This design comes from an exercise in tuning for small area on the open sky130 flow, not from production work.
Function was checked by simulation only, so behaviour that the tests miss may differ from the original.

Setup of run 1:
Design lif_neuron, start of the top module:
module lif_neuron (
    input  wire        clk,
    input  wire        rst,
    input  wire [15:0] threshold,
    input  wire [15:0] leak_rate,
    input  wire [7:0]  refractory,
    input  wire        leaky_enable,
    input  wire        reset_on_spike,
    input  wire [15:0] input_neuron_id,
    input  wire [7:0]  synapse_weight,
    input  wire        spike_in_valid,
    output wire        spike_in_ready,
    output reg  [15:0] output_neuron_id,
    output reg         spike_out_valid,
    input  wire        spike_out_ready,
    input  wire [15:0] neuron_id,
    output reg  [15:0] membrane_potential,
    output wire        in_refractory,
    output reg  [7:0]  refract_counter
);
clock: 14.0 ns
lec_check: 0
cap_margin: 5
core_margin: 2
core_utilization: 40
gpl_timing_driven: 0
slew_margin: 5
synth_hierarchical: 1
synth_minimum_keep_size: 0
standard.sh (not shown) runs the stock make flow with config.mk's settings and CLKGATE_MAP_FILE= SYNTH_SCRIPT=/design/flow/synth_recipe.tcl, a recipe that flattens the netlist after the stock synthesis.
==> flow/flow/run.sh <==
#!/bin/bash
# Standard ORFS layout (the standard.sh: standard synthesis, floorplan,
# placement, CTS, routing) with these changes:
# - after floorplan, flow/downsize.tcl sets combinational cells that synthesis
#   upsized back to drive strength 1 (repair steps size up what needs it);
# - the buffers that buffer_ports puts on every input and output port are the
#   smallest plain buffer (sky130_fd_sc_hd__buf_1) instead of the cell the
#   resizer picks by default;
# - clock tree synthesis uses clkbuf_8 buffers and no dummy loads;
# - synthesis (ABC) buffers are removed at floorplan (REMOVE_ABC_BUFFERS);
# make's whole output goes to make_finish.log; each ORFS step keeps its own
# log under orfs/logs/.
set -euo pipefail
cd "$(dirname "$0")/.."
bash standard.sh \
  "POST_FLOORPLAN_TCL=$PWD/flow/downsize.tcl" \
  "BUFFER_PORTS_ARGS=-buffer_cell sky130_fd_sc_hd__buf_1" \
  "CTS_ARGS=-sink_clustering_enable -repair_clock_nets -dont_use_dummy_load -buf_list sky130_fd_sc_hd__clkbuf_8" \
  "REMOVE_ABC_BUFFERS=1" \
  finish > make_finish.log 2>&1
==> flow/flow/downsize.tcl <==
# Sourced by ORFS at the end of floorplan (POST_FLOORPLAN_TCL).  Synthesis
# (ABC) maps small helper modules on their own and often picks a larger drive
# strength than the layout needs; set every combinational cell that has a
# size-1 variant of the same function back to size 1.  The later repair steps
# (repair_design, repair_timing) size cells up again where timing, slew or
# capacitance need it.  Flip-flops and clock cells are left alone.
set db [ord::get_db]
set block [ord::get_db_block]
set swapped 0
foreach inst [$block getInsts] {
  set master [$inst getMaster]
  set name [$master getName]
  if {![regexp {^(sky130_fd_sc_hd__[a-z0-9]+)_([0-9]+)$} $name -> base size]} { continue }
  if {$size <= 1} { continue }
  if {[regexp {__(df|sdf|edf|dl|clk|dly|conb|tap|fill|decap|diode)} $base]} { continue }
  set small [$db findMaster ${base}_1]
  if {$small eq "NULL" || $small eq ""} { continue }
  if {[$small getWidth] >= [$master getWidth]} { continue }
  $inst swapMaster $small
  incr swapped
}
puts "downsize.tcl: $swapped cells set to drive strength 1"
What run 2 does differently from run 1 at the input level:
# run 1
export LEC_CHECK = 0
export CAP_MARGIN = 5
export CORE_MARGIN = 2
export CORE_UTILIZATION = 40
export GPL_TIMING_DRIVEN = 0
export SLEW_MARGIN = 5
export SYNTH_HIERARCHICAL = 1
export SYNTH_MINIMUM_KEEP_SIZE = 0
create_clock -name core_clock -period 14.0 [get_ports {clk}]
# run 2
export LEC_CHECK = 0
export CAP_MARGIN = 5
export CORE_MARGIN = 2
export CORE_UTILIZATION = 55
export GPL_TIMING_DRIVEN = 0
export PLACE_DENSITY = 0.75
export SLEW_MARGIN = 5
export SYNTH_HIERARCHICAL = 1
export SYNTH_MINIMUM_KEEP_SIZE = 0
create_clock -name core_clock -period 14.0 [get_ports {clk}]
### Flow results
All of run 1 and run 2 finish clean.
Post-layout instance count excluding filler cells, run 1 and run 2: larger value in run 1
Setup slack in run 2 is 0.15 ns higher than in run 1
Detailed-routing iteration count for the pre-antenna-repair pass in run 2 is 2 lower than in run 1
The met3 wirelength from detailed routing of run 2 exceeds that of run 1 by about 10%.
Against run 1 as the reference, run 2 delivers a lower non-clock buffer instance count of the final layout.
Inputs modified between run 2 and run 3:
# run 2
export LEC_CHECK = 0
export CAP_MARGIN = 5
export CORE_MARGIN = 2
export CORE_UTILIZATION = 55
export GPL_TIMING_DRIVEN = 0
export PLACE_DENSITY = 0.75
export SLEW_MARGIN = 5
export SYNTH_HIERARCHICAL = 1
export SYNTH_MINIMUM_KEEP_SIZE = 0
create_clock -name core_clock -period 14.0 [get_ports {clk}]
# run 3
export LEC_CHECK = 0
export CAP_MARGIN = 5
export CORE_MARGIN = 2
export CORE_UTILIZATION = 65
export GPL_TIMING_DRIVEN = 0
export PLACE_DENSITY = 0.85
export SLEW_MARGIN = 5
export SYNTH_HIERARCHICAL = 1
export SYNTH_MINIMUM_KEEP_SIZE = 0
create_clock -name core_clock -period 14.0 [get_ports {clk}]
## What came out
Run 3: complete, dirty (capacitance limit, slew limit)
Comparing run 3 and run 2, wire length of the first global-routing pass is higher on run 3.
Going from run 2 to run 3, share of the core filled with cells grew by 9.3 points; depth of the critical timing path with buffers and inverters included held steady.
From run 2 to run 3 the numbers moved as follows: highest achievable clock rate saw a decrease, width of the chip saw a decrease, number of max-capacitance violations reported saw an increase.
Setup changes, run 3 to run 4
# run 3
export LEC_CHECK = 0
export CAP_MARGIN = 5
export CORE_MARGIN = 2
export CORE_UTILIZATION = 65
export GPL_TIMING_DRIVEN = 0
export PLACE_DENSITY = 0.85
export SLEW_MARGIN = 5
export SYNTH_HIERARCHICAL = 1
export SYNTH_MINIMUM_KEEP_SIZE = 0
create_clock -name core_clock -period 14.0 [get_ports {clk}]
# run 4
export LEC_CHECK = 0
export CAP_MARGIN = 5
export CORE_MARGIN = 2
export CORE_UTILIZATION = 55
export GPL_TIMING_DRIVEN = 0
export SLEW_MARGIN = 5
export SYNTH_HIERARCHICAL = 1
export SYNTH_MINIMUM_KEEP_SIZE = 0
create_clock -name core_clock -period 14.0 [get_ports {clk}]
### Flow results
Run 4 | status: complete | timing, DRC, antenna: pass. Run comparison: run 3 start point of the critical path leak_rate[11]; run 4 start point of the critical path leak_rate[9]. Cell area after layout (run 4 over run 3): increase, 0.84%. Run 4 vs run 3 on relative area change from synthesis to final layout: run 4 is the higher one. In the reports for run 4 and run 3, the smaller reg-to-reg setup timing slack belongs to run 3. Run 4 vs. run 3: utilization after layout shrank by 9.0 points. Between run 4 and run 3, the global-route track usage on met3 is lower for run 4. Diff run 3 -> run 4 | core region area | up by more than 10%.

========
Another version of the RTL of lif_neuron (not shown whole).
Size: about 43 flip-flops, roughly 130 I/O pins.
// lif_neuron
module lif_neuron (
    input  wire        clk,
    input  wire        rst,
    input  wire [15:0] threshold,
    input  wire [15:0] leak_rate,
    input  wire [7:0]  refractory,
    input  wire        leaky_enable,
    input  wire        reset_on_spike,
    input  wire [15:0] input_neuron_id,
    input  wire [7:0]  synapse_weight,
    input  wire        spike_in_valid,
    output wire        spike_in_ready,
    output reg  [15:0] output_neuron_id,
    output reg         spike_out_valid,
    input  wire        spike_out_ready,
    input  wire [15:0] neuron_id,
    output reg  [15:0] membrane_potential,
    output wire        in_refractory,
    output reg  [7:0]  refract_counter
);
    localparam S_IDLE = 2'd0, S_INT = 2'd1, S_SPK = 2'd2, S_REF = 2'd3;
    reg  [1:0] state;
    wire [15:0] m = membrane_potential;
    wire [7:0]  cnt = refract_counter;
    wire is_ref  = |cnt;
    wire st_idle = (state == S_IDLE);
    wire st_int  = (state == S_INT);
    wire st_spk  = (state == S_SPK);
    wire fire  = st_spk & spike_out_ready;          
    wire leak  = st_idle & leaky_enable;            
    wire nleak = ~leak;
    wire [15:0] nt = ~threshold;
    wire [16:0] gc;
    assign gc[0] = 1'b1;
    genvar gi;
    generate
        for (gi = 0; gi < 15; gi = gi + 1) begin : g_cmp
            lif_maj u_cmp (.a(m[gi]), .b(nt[gi]), .c(gc[gi]), .y(gc[gi + 1]));
        end
    endgenerate
    assign gc[16] = (~m[15] & threshold[15]) | (~m[15] & gc[15]) | (threshold[15] & gc[15]);
    wire ge = gc[16];
    wire take = st_int & ge;                        
    wire [14:0] xa, xb;
    wire nc;
    lif_leak u_leak (.m(m[14:0]), .l(leak_rate), .xa(xa), .xb(xb), .nc(nc));
    wire [15:0] wext = {{8{synapse_weight[7]}}, synapse_weight};
    wire [15:0] nx, ny, nz;
    wire [16:0] nci;
    lif_aoi22 u_nx0 (.a(leak), .b(xa[0]), .c(nleak), .d(m[0]), .y(nx[0]));
    lif_aoi222 u_ny0 (.a(st_int), .b(wext[0]), .c(fire), .d(nt[0]), .e(leak), .f(xb[0]), .y(ny[0]));
    lif_aoi22 u_nx1 (.a(leak), .b(xa[1]), .c(nleak), .d(m[1]), .y(nx[1]));
    lif_aoi222 u_ny1 (.a(st_int), .b(wext[1]), .c(fire), .d(nt[1]), .e(leak), .f(xb[1]), .y(ny[1]));
    lif_aoi22 u_nx2 (.a(leak), .b(xa[2]), .c(nleak), .d(m[2]), .y(nx[2]));
  ...
export LEC_CHECK = 0
export CAP_MARGIN = 5
export CORE_MARGIN = 2
export CORE_UTILIZATION = 50
export GPL_TIMING_DRIVEN = 0
export PLACE_DENSITY = 0.8
export SLEW_MARGIN = 5
export SYNTH_HIERARCHICAL = 1
export SYNTH_MINIMUM_KEEP_SIZE = 0
create_clock -name core_clock -period 14.0 [get_ports {clk}]
Scripts as last shown in full above: flow/flow/run.sh, flow/flow/downsize.tcl
==> next run, changes <==
Settings changed: CAP_MARGIN 5 to 2, CORE_UTILIZATION 50 to 55, PLACE_DENSITY 0.8 to 0.75, SLEW_MARGIN 5 to 2.
What happened: Clock skew rose by 0.0045 ns. First-iteration DRC count climbs by 1.0%. Non-clock buffer count increases by 2.

==> what the ideal ports hide <==
The results above use ideal ports. As a check the final layouts listed here were re-extracted and re-timed, cells and wires unchanged. Step 1, drivers: a clkbuf_16 drives clk and a buf_2 each remaining input, both assumed. Step 2 also shifts input and output timing later by t, the mid clock arrival at the registers, as if the neighbouring blocks saw the same clock. Slacks: no drivers / after step 1 / after step 2; pairs: no drivers / after step 1.
run | t, ns | setup slack, ns | clock arrival spread, ns | slew at the worst register clock pin (ns) | worst slew at a driven data input, ns
run 1 | 0.315 | 0.829 / 0.831 / 0.516 | 0.012 / 0.012 | 0.09 / 0.09 | 0.05
run 2 | 0.320 | 0.982 / 0.987 / 0.667 | 0.015 / 0.014 | 0.08 / 0.08 | 0.05
run 3 | 0.325 | 0.815 / 0.821 / 0.496 | 0.013 / 0.013 | 0.08 / 0.08 | 0.04
run 4 | 0.347 | 0.805 / 0.814 / 0.468 | 0.029 / 0.029 | 0.10 / 0.10 | 0.04
the first run of note 2 | 0.318 | 0.859 / 0.846 / 0.528 | 0.019 / 0.020 | 0.08 / 0.08 | 0.04
the second run of note 2 | 0.340 | 0.735 / 0.743 / 0.403 | 0.024 / 0.024 | 0.10 / 0.10 | 0.04
The setup slack of run 4, which loses most, moves by +0.009 ns with the drivers and by -0.337 ns with both steps.
